From an optimization exercise on the open Yosys and OpenROAD flow, aimed at small area, a short achievable clock period and few clock cycles; shortcuts taken in it are not production practice. At most, simulation tests tie the RTL to the original design; equivalence was not proved. No activity file was given, so power comes from the tool's default toggle rates.

==> flow/design.v (excerpt) <==
module LASER (
    input        CLK,
    input        RST,
    input  [3:0] X,
    input  [3:0] Y,
    output [3:0] C1X,
    output [3:0] C1Y,
    output [3:0] C2X,
    output [3:0] C2Y,
    output       DONE
);
integer i;
localparam S_IN = 2'd0, S_RUN = 2'd1, S_DONE = 2'd2;
reg  [1:0] state;
reg  [5:0] in_cnt;
reg  [4:0] ph;
reg        k2;         
reg        done_r;
reg  [3:0] px [0:39];
reg  [3:0] py [0:39];
reg        pv [0:39];      
reg        pk [0:39];      
reg  [1:0] pr [0:39];      
reg  [3:0] ax, ay, bx, by;
reg  [5:0] best;
reg  [3:0] mx, my;
assign C1X  = ax;
assign C1Y  = ay;
assign C2X  = bx;
assign C2Y  = by;
assign DONE = done_r;
wire in_last  = (state == S_IN) && (in_cnt == 6'd39);
reg  pe_r;      
reg  vu_r;      
wire pass_end = pe_r;
wire vupd     = vu_r;
wire conv     = k2 && (mx == ax) && (my == ay);
reg  [3:0] cy;      
wire pvn0;
wire pvn1;
wire pvn2;
wire pvn3;
wire pvn4;
wire pvn5;
wire pvn6;
wire pvn7;
wire pvn8;
wire pvn9;
wire pvn10;
wire pvn11;
wire pvn12;
wire pvn13;
wire pvn14;
wire pvn15;
wire pvn16;
wire pvn17;
wire pvn18;
wire pvn19;
wire pvn20;
wire pvn21;
wire pvn22;
wire pvn23;
wire pvn24;
wire pvn25;
wire pvn26;
wire pvn27;
wire pvn28;
wire pvn29;
wire pvn30;
wire pvn31;
wire pvn32;
wire pvn33;
wire pvn34;
wire pvn35;
wire pvn36;
wire pvn37;
wire pvn38;
wire pvn39;
wire [4:0] ncy = 5'd0 - {1'b0, cy};
function [2:0] cls;
    input [4:0] s;
    begin
        cls[2] = (s == 5'd0) | (s == 5'd1) | (s == 5'd2) | (s == 5'd3) | (s == 5'd4) |
                 (s == 5'd31) | (s == 5'd30) | (s == 5'd29) | (s == 5'd28);
        cls[1] = (s == 5'd0) | (s == 5'd1) | (s == 5'd2) | (s == 5'd31) | (s == 5'd30);
        cls[0] = (s == 5'd0) | (s == 5'd3) | (s == 5'd29);
    end
endfunction
wire [4:0] s0 = {1'b0, py[39]} + ncy;
wire [4:0] s1 = {1'b0, py[0]} + ncy;
wire [4:0] s2 = {1'b0, py[1]} + ncy;
wire [4:0] s3 = {1'b0, py[2]} + ncy;
wire [4:0] s4 = {1'b0, py[3]} + ncy;
wire [4:0] s5 = {1'b0, py[4]} + ncy;
wire [4:0] s6 = {1'b0, py[5]} + ncy;
wire [4:0] s7 = {1'b0, py[6]} + ncy;
wire [4:0] s8 = {1'b0, py[7]} + ncy;
wire [4:0] s9 = {1'b0, py[8]} + ncy;
wire [4:0] s10 = {1'b0, py[9]} + ncy;
wire [4:0] s11 = {1'b0, py[10]} + ncy;
wire [4:0] s12 = {1'b0, py[11]} + ncy;
wire [4:0] s13 = {1'b0, py[12]} + ncy;
wire [4:0] s14 = {1'b0, py[13]} + ncy;
  ...
make LEC_CHECK=0 CAP_MARGIN=20 CORE_MARGIN=2 CORE_UTILIZATION=40 SLEW_MARGIN=20 finish   # period 8.0 ns
run.sh (not shown) runs the stock make flow with config.mk's settings and CLKGATE_MAP_FILE= SYNTH_SCRIPT=/design/flow/synth_recipe.tcl, a recipe that flattens the netlist after the stock synthesis.
Testbench counts at the start, summed over its fixed seeds: cycles 17,669.
Next try:
--- a/flow/design.v
+++ b/flow/design.v
@@ -2506,21 +2506,18 @@
     cnt_r[9] <= col9;
     cnt_r[10] <= col10;
     cnt_r[11] <= col11;
     cnt_r[12] <= col12;
     cnt_r[13] <= col13;
     cnt_r[14] <= col14;
     cnt_r[15] <= col15;
 end
-reg  [4:0] rowA;       
-reg  [4:0] rowB;       
-reg        mact;       
-reg        mfst;       
-reg        lmrg;       
+wire [4:0] rowA = ph - 5'd3;    
+wire [4:0] rowB = ph - 5'd4;         
 wire oddA = rowA[0];
 wire oddB = rowB[0];
 reg  [5:0] l1c [0:7];  reg [0:0] l1x [0:7];
 reg  [5:0] l2c [0:3];  reg [1:0] l2x [0:3];
 reg  [5:0] q2c [0:3];  reg [1:0] q2x [0:3];
 reg  [5:0] l3c [0:1];  reg [2:0] l3x [0:1];
 reg  [5:0] rc;         reg [3:0] rx;
 reg        t1, t2, t3, t4;
@@ -2547,46 +2544,30 @@
         t3 = oddB ? (q2c[2*i+1] > q2c[2*i]) : (q2c[2*i+1] >= q2c[2*i]);
         l3c[i] = t3 ? q2c[2*i+1] : q2c[2*i];
         l3x[i] = t3 ? {1'b1, q2x[2*i+1]} : {1'b0, q2x[2*i]};
     end
     t4 = oddB ? (l3c[1] > l3c[0]) : (l3c[1] >= l3c[0]);
     rc = t4 ? l3c[1] : l3c[0];
     rx = t4 ? {1'b1, l3x[1]} : {1'b0, l3x[0]};
 end
-wire mwin = mact && (mfst || rc >= best);
-wire       run_nx = (state == S_IN && in_last) || (state == S_RUN && !(pass_end && conv));
-wire [4:0] ph_nx  = (state == S_RUN && !pass_end) ? ph + 5'd1 : 5'd0;
-always @(posedge CLK or posedge RST) begin
-    if (RST) begin
-        rowA <= 5'd0;
-        rowB <= 5'd0;
-        mact <= 1'b0;
-        mfst <= 1'b0;
-        lmrg <= 1'b0;
-    end else begin
-        rowA <= ph_nx - 5'd3;
-        rowB <= ph_nx - 5'd4;
-        mact <= run_nx && ph_nx >= 5'd4 && ph_nx <= 5'd19;
-        mfst <= run_nx && ph_nx == 5'd4;
-        lmrg <= run_nx && ph_nx == 5'd19;
-    end
-end
+wire mwin = state == S_RUN && ph >= 5'd4 && ph <= 5'd19 &&
+            (ph == 5'd4 || rc >= best);
 wire [3:0] my_d = mwin ? rowB[3:0] : my;
 always @(posedge CLK or posedge RST) begin
     if (RST) begin
         state  <= S_IN;
         in_cnt <= 6'd0;
         ph     <= 5'd0;
         done_r <= 1'b0;
         pe_r   <= 1'b0;
         vu_r   <= 1'b0;
     end else begin
         done_r <= 1'b0;
-        pe_r   <= lmrg;
+        pe_r   <= (state == S_RUN) && (ph == 5'd19);
         vu_r   <= pass_end && !conv;
         case (state)
             S_IN: begin
                 in_cnt <= in_cnt + 6'd1;
                 ph     <= 5'd0;
                 if (in_last) state <= S_RUN;
             end
             S_RUN: begin
@@ -2709,11 +2690,12 @@
         bx <= mx; by <= my;
         k2 <= 1'b1;
     end
     if (mwin) begin
         best <= rc;
         mx   <= rx;
         my   <= rowB[3:0];
     end
-    cy <= lmrg ? my_d : ph_nx[3:0];
+    cy <= (state == S_RUN && ph == 5'd19) ? my_d :
+          (state == S_RUN && !pass_end) ? ph[3:0] + 4'd1 : 4'd0;
 end
 endmodule
Total power goes up by 11%; combinational power goes up by 27%; non-clock buffer count goes down by 12; routed wire length goes down by 2.0%; sequential power goes up by about 2%; die area goes down by 3.2%; worst hold slack gains 38 ps; global-route usage goes up by 0.39 points.
For the second run of this note, only the layout was checked, not whether the RTL still works.

==> what the ideal ports hide <==
The results above use ideal ports. As a check the final layouts listed here were re-extracted and re-timed, cells and wires unchanged.
Step 1, drivers: a clkbuf_16 drives CLK and a buf_2 each remaining input, both assumed.
Step 2 moves the port delays by t, midway between the first and last clock arrival at a register: inputs arrive t later, outputs are due t later. That takes back most of the time a late clock gives input paths.
Slacks: ideal ports / drivers / drivers and shift; pairs: ideal ports / drivers.
run | t, ns | slack for setup (ns) | clock arrival spread, ns | worst register clock-pin slew, ns
the first run | 0.879 | 2.697 / 2.697 / 2.697 | 0.068 / 0.068 | 0.07 / 0.07
the second run | 0.849 | 2.525 / 2.525 / 2.525 | 0.090 / 0.090 | 0.07 / 0.07
After both steps every run listed still meets setup and hold.
